From an optimization exercise on the open Yosys and OpenROAD flow, aimed at small area and a short achievable clock period; shortcuts taken in it are not production practice.
At most, simulation tests tie the RTL to the original design; equivalence was not proved.
Power and IR drop assume default switching activity.

// FPadd
module FPadd (
    input         ADD_SUB,
    input  [31:0] FP_A,
    input  [31:0] FP_B,
    input         clk,
    output reg [31:0] FP_Z
);
    integer i, l;
    wire [7:0]  eA = FP_A[30:23], eB = FP_B[30:23];
    wire        zA = ~|eA, zB = ~|eB;
    wire        ffA = &eA, ffB = &eB;
    wire [7:0]  fA = {eA[7:1], eA[0] | zA}, fB = {eB[7:1], eB[0] | zB};
    wire [8:0]  dAB = {1'b0, fA} - {1'b0, fB};
    wire [7:0]  dBA = fB - fA;
    wire        dneg = dAB[8];
    wire        deq  = (fA == fB);
    wire [23:0] mA = {~zA, FP_A[22:0]}, mB = {~zB, FP_B[22:0]};
    reg  [23:0] lt, eqv;
    always @* begin
        lt  = ~mA & mB;
        eqv = ~(mA ^ mB);
        for (l = 0; (1 << l) < 24; l = l + 1)
            for (i = 0; i < 24; i = i + 1)
                if (((i >> l) & 1) == 1) begin
                    lt[i]  = lt[i] | (eqv[i] & lt[((i >> l) << l) - 1]);
                    eqv[i] = eqv[i] & eqv[((i >> l) << l) - 1];
                end
    end
    wire        swp = dneg | (deq & lt[23]);
    wire        xB  = FP_B[31] ^ ~ADD_SUB;
  ...
Settings: LEC_CHECK=0, CAP_MARGIN=20, CORE_MARGIN=2, CORE_UTILIZATION=40, SETUP_SLACK_MARGIN=4.0, SLEW_MARGIN=20; clock period 7.0 ns.
standard.sh (not shown) runs the stock make flow with config.mk's settings and CLKGATE_MAP_FILE= SYNTH_SCRIPT=/design/flow/synth_recipe.tcl, a recipe that flattens the netlist after the stock synthesis.
==> flow/flow/run.sh <==
#!/bin/bash
# The standard layout (standard.sh: the standard ORFS synthesis through
# finish, unchanged) with one difference: the buffers that global placement
# puts on every input and output port are buf_2 cells instead of the cell
# buffer_ports picks by default (clkdlybuf4s50_1, a slow clock-delay cell).
set -euo pipefail
cd "$(dirname "$0")/.."
export BUFFER_PORTS_ARGS="-buffer_cell sky130_fd_sc_hd__buf_2"
bash standard.sh > standard.log 2>&1
Then changed:
==> flow/run.sh (new file) <==
#!/bin/bash
# synth_recipe.tcl (not shown) runs the flow's synth.tcl, then flattens the netlist and writes it again
# the make line also repeats each setting of config.mk as NAME=value (left out here)
make -C /OpenROAD-flow-scripts/flow DESIGN_CONFIG=/design/flow/config.mk WORK_HOME=/design/flow/orfs CLKGATE_MAP_FILE= SYNTH_SCRIPT=/design/flow/synth_recipe.tcl finish
removed: flow/flow/run.sh
removed: flow/standard.sh
Effect: Setup slack is better by 0.075 ns. Non-clock buffer count shrinks by 3. Critical path depth is unchanged. Design area grows slightly. Worst hold slack stays flat. Global-route usage grows by 0.44 points. Total power shrinks by a few percent.

========
Setup of JK:
Another version of the RTL of FPadd (not shown whole).
For scale: ~98 I/O pins, about 14000 um2 of cells after synthesis.
// FPadd
module FPadd (
    input         ADD_SUB,
    input  [31:0] FP_A,
    input  [31:0] FP_B,
    input         clk,
    output reg [31:0] FP_Z
);
    integer i, l;
    wire [7:0]  eA = FP_A[30:23], eB = FP_B[30:23];
    wire        zA = ~|eA, zB = ~|eB;
    wire        ffA = &eA, ffB = &eB;
    reg  [7:0]  elt, eeq;
    always @* begin
        elt = ~eA & eB;
        eeq = ~(eA ^ eB);
        for (l = 0; (1 << l) < 8; l = l + 1)
            for (i = 0; i < 8; i = i + 1)
                if (((i >> l) & 1) == 1) begin
                    elt[i] = elt[i] | (eeq[i] & elt[((i >> l) << l) - 1]);
                    eeq[i] = eeq[i] & eeq[((i >> l) << l) - 1];
                end
    end
    wire [4:0]  dAB = eA[4:0] - eB[4:0];
    wire        c   = zA ^ zB;
    wire [2:0]  hA = eA[7:5], hB = eB[7:5];
    wire        geAB = (eA[4:0] >= eB[4:0]), geBA = (eB[4:0] >= eA[4:0]);
    wire        h2AB = ({1'b0, hA} >= {1'b0, hB} + 4'd2), h2BA = ({1'b0, hB} >= {1'b0, hA} + 4'd2);
    wire        h1AB = ({1'b0, hA} == {1'b0, hB} + 4'd1), h1BA = ({1'b0, hB} == {1'b0, hA} + 4'd1);
    wire        zAB  = h2AB | (h1AB & geAB);
    wire        zBA  = h2BA | (h1BA & geBA);
    wire [23:0] mA = {~zA, FP_A[22:0]}, mB = {~zB, FP_B[22:0]};
    reg  [30:0] lt, eqv;
    always @* begin
        lt  = ~FP_A[30:0] & FP_B[30:0];
        eqv = ~(FP_A[30:0] ^ FP_B[30:0]);
        for (l = 0; (1 << l) < 31; l = l + 1)
            for (i = 0; i < 31; i = i + 1)
                if (((i >> l) & 1) == 1) begin
                    lt[i]  = lt[i] | (eqv[i] & lt[((i >> l) << l) - 1]);
  ...
Settings: LEC_CHECK=0, CAP_MARGIN=20, CORE_MARGIN=2, CORE_UTILIZATION=40, CTS_BUF_LIST=sky130_fd_sc_hd__clkbuf_8, SETUP_SLACK_MARGIN=4.25, SLEW_MARGIN=20; clock period 7.0 ns.
==> flow/flow/run.sh <==
#!/bin/bash
# The standard layout (standard.sh: the standard ORFS synthesis through
# finish, unchanged) with two differences in how the layout is made:
#  - the buffers that global placement puts on every input and output port
#    are buf_2 cells instead of the default pick (clkdlybuf4s50_1, a slow
#    clock-delay cell);
#  - clock tree synthesis inserts no dummy loads.
set -euo pipefail
cd "$(dirname "$0")/.."
export BUFFER_PORTS_ARGS="-buffer_cell sky130_fd_sc_hd__buf_2"
export CTS_ARGS="-sink_clustering_enable -repair_clock_nets -dont_use_dummy_load -buf_list sky130_fd_sc_hd__clkbuf_8 -sink_clustering_size 16 -sink_clustering_max_diameter 80"
bash standard.sh > standard.log 2>&1
JK: full flow OK, the timing, design-rule and antenna checks passed
The following lists how MS was set up differently from JK:
Settings: changing SETUP_SLACK_MARGIN from 4.25 to 4.45; setting ABC_AREA to 1 for the first time.
--- a/flow/flow/run.sh
+++ b/flow/flow/run.sh
@@ -6,3 +6,7 @@
 #    clock-delay cell);
-#  - clock tree synthesis inserts no dummy loads.
+#  - clock tree synthesis builds the tree from clkbuf_8 cells, clusters up to
+#    16 flip-flops within 80 um on each leaf buffer, and inserts no dummy
+#    loads.
+# standard.sh's output goes to standard.log here; ORFS keeps each step's full
+# log under orfs/logs/.
 set -euo pipefail
[compare] base=JK new=MS: first-pass GRT wire length now sits higher, chip width now sits higher, share of cell area taken by flip-flops and latches now sits lower.
Input changes introduced in AL (baseline for comparison: MS):
Settings: a deleted ABC_AREA that had been 1; a change of SETUP_SLACK_MARGIN from 4.45 to 4.3.
--- a/flow/flow/run.sh
+++ b/flow/flow/run.sh
@@ -6,7 +6,3 @@
 #    clock-delay cell);
-#  - clock tree synthesis builds the tree from clkbuf_8 cells, clusters up to
-#    16 flip-flops within 80 um on each leaf buffer, and inserts no dummy
-#    loads.
-# standard.sh's output goes to standard.log here; ORFS keeps each step's full
-# log under orfs/logs/.
+#  - clock tree synthesis inserts no dummy loads.
 set -euo pipefail
--- outcome ---
Sort AL and MS by number of filler instances in the final layout desc -> top: MS. Looking only at post-detailed-route via-to-cell ratio, and setting everything else aside, the lower value of AL and MS goes to MS. Per the comparison of AL with MS, power drawn by the clock network saw a decrease; net load switching power saw a decrease; peak supply drop saw a decrease; first-pass GRT wire length saw a decrease. Total die area in AL is about 6% lower than in MS. AL vs MS: total power density per cell area down slightly. Compared with MS, AL shows a proportion of final cell area spent on non-clock buffers that is 0.92 points higher. On portion of total power attributed to the clock network: AL sits below MS. Re actual slew at the worst max-slew pin: AL is 0.22 ns down on MS.
The following lists how TR was set up differently from AL:
Settings: ABC_AREA newly set to 1.
--- a/flow/flow/run.sh
+++ b/flow/flow/run.sh
@@ -6,3 +6,7 @@
 #    clock-delay cell);
-#  - clock tree synthesis inserts no dummy loads.
+#  - clock tree synthesis builds the tree from clkbuf_8 cells, clusters up to
+#    16 flip-flops within 80 um on each leaf buffer, and inserts no dummy
+#    loads.
+# standard.sh's output goes to standard.log here; ORFS keeps each step's full
+# log under orfs/logs/.
 set -euo pipefail
Results
Compared with AL, in TR power rose by 3.1%, worst setup slack rose by 0.18 ns, worst-case reg-to-reg path depth fell by 2, count of placed standard cells in the final layout, fillers left out rose by 592. Maximum number of pins on one net before global-route repair: TR vs AL up 12. The run showing the smaller shortest clock period the worst path allows after layout is TR. TR: full flow OK, the timing, design-rule and antenna checks passed. Looking at type of the worst setup path, the in2reg result is from TR; the reg2reg one comes from AL. Between TR and AL, fraction of final layout cells sized beyond drive strength 1 is lower for TR, AL comes in above that. On TR: part of the cycle the worst path needs is 2.6 points lower than what AL gave. On layout inverter count without the clock tree: between TR and AL, it ends up higher for TR.

========
## Q
FPadd, a different RTL version from the one above (not shown whole).
Size: roughly 1500 cells after synthesis, roughly 98 I/O pins.
export LEC_CHECK = 0
export CAP_MARGIN = 20
export CORE_MARGIN = 2
export CORE_UTILIZATION = 40
export SETUP_SLACK_MARGIN = 4.0
export SLEW_MARGIN = 20
create_clock -name core_clock -period 7.0 [get_ports {clk}]
run.sh (not shown) runs the stock make flow with config.mk's settings and CLKGATE_MAP_FILE= SYNTH_SCRIPT=/design/flow/synth_recipe.tcl, a recipe that flattens the netlist after the stock synthesis.
Stock flow here: none of the scripts above is used.
Q ended with every stage complete and zero timing, DRC or antenna violations.
## Diff of input files: R against Q
# Q
export LEC_CHECK = 0
export CAP_MARGIN = 20
export CORE_MARGIN = 2
export CORE_UTILIZATION = 40
export SETUP_SLACK_MARGIN = 4.0
export SLEW_MARGIN = 20
create_clock -name core_clock -period 7.0 [get_ports {clk}]
# R
export LEC_CHECK = 0
export CAP_MARGIN = 20
export CORE_MARGIN = 2
export CORE_UTILIZATION = 40
export SETUP_SLACK_MARGIN = 4.3
export SLEW_MARGIN = 20
create_clock -name core_clock -period 7.0 [get_ports {clk}]
--- outcome ---
- Compared to Q, R has final cell count without fillers about 3.4% higher.
- Compare Q and R | clock share of power lower: R
- R vs. Q: first-pass GRT wire length went up by about 2.6%.
- Compared with Q, R has extra setup slack.
- Compared with Q, in R critical path depth went up by 2, post-layout instance area went up by about 7%, delay contributed by the slowest stage of the critical path went down by 20 ps.
- Looking at met1 wire length, R sits about 1.6% below Q.
No run of this note included a check of the RTL's function; only the layout flow was run.

## what the ideal ports hide
The flow's constraints put no driver on any port. The routed layouts listed below were extracted and timed again, unchanged, in two steps.
Step 1 sets driving cells, clkbuf_16 on the clock port and buf_2 on the other inputs (assumed; they add their load-dependent delay and slew).
Step 2 adds t to the input delays and takes it off the output delays; t is the mean of the earliest and latest rising clock arrival at the registers after step 1. Input paths then give back, and output paths get back, about the clock's delay inside the block.
Three values: ideal, step 1, step 2; two values: the first two.
| run | t, ns | slack for setup (ns) | worst register clock-pin slew, ns |
|---|---|---|---|
| the first run of note 1 | 0.558 | 3.935 / 3.933 / 3.375 | 0.06 / 0.06 |
| the second run of note 1 | 0.616 | 4.010 / 4.034 / 3.418 | 0.06 / 0.06 |
| JK | 0.584 | 4.317 / 4.317 / 3.883 | 0.12 / 0.12 |
| MS | 0.625 | 4.579 / 4.530 / 4.022 | 0.10 / 0.10 |
| AL | 0.583 | 4.369 / 4.369 / 3.832 | 0.10 / 0.10 |
| TR | 0.612 | 4.552 / 4.545 / 3.959 | 0.10 / 0.10 |
| Q | 0.619 | 4.063 / 4.090 / 3.472 | 0.07 / 0.07 |
| R | 0.552 | 4.074 / 4.084 / 3.532 | 0.07 / 0.07 |
After both steps setup and hold are still met in every run listed. For TR, which loses most, drivers alone change the setup slack by -0.007 ns; drivers and shift together by -0.593 ns.
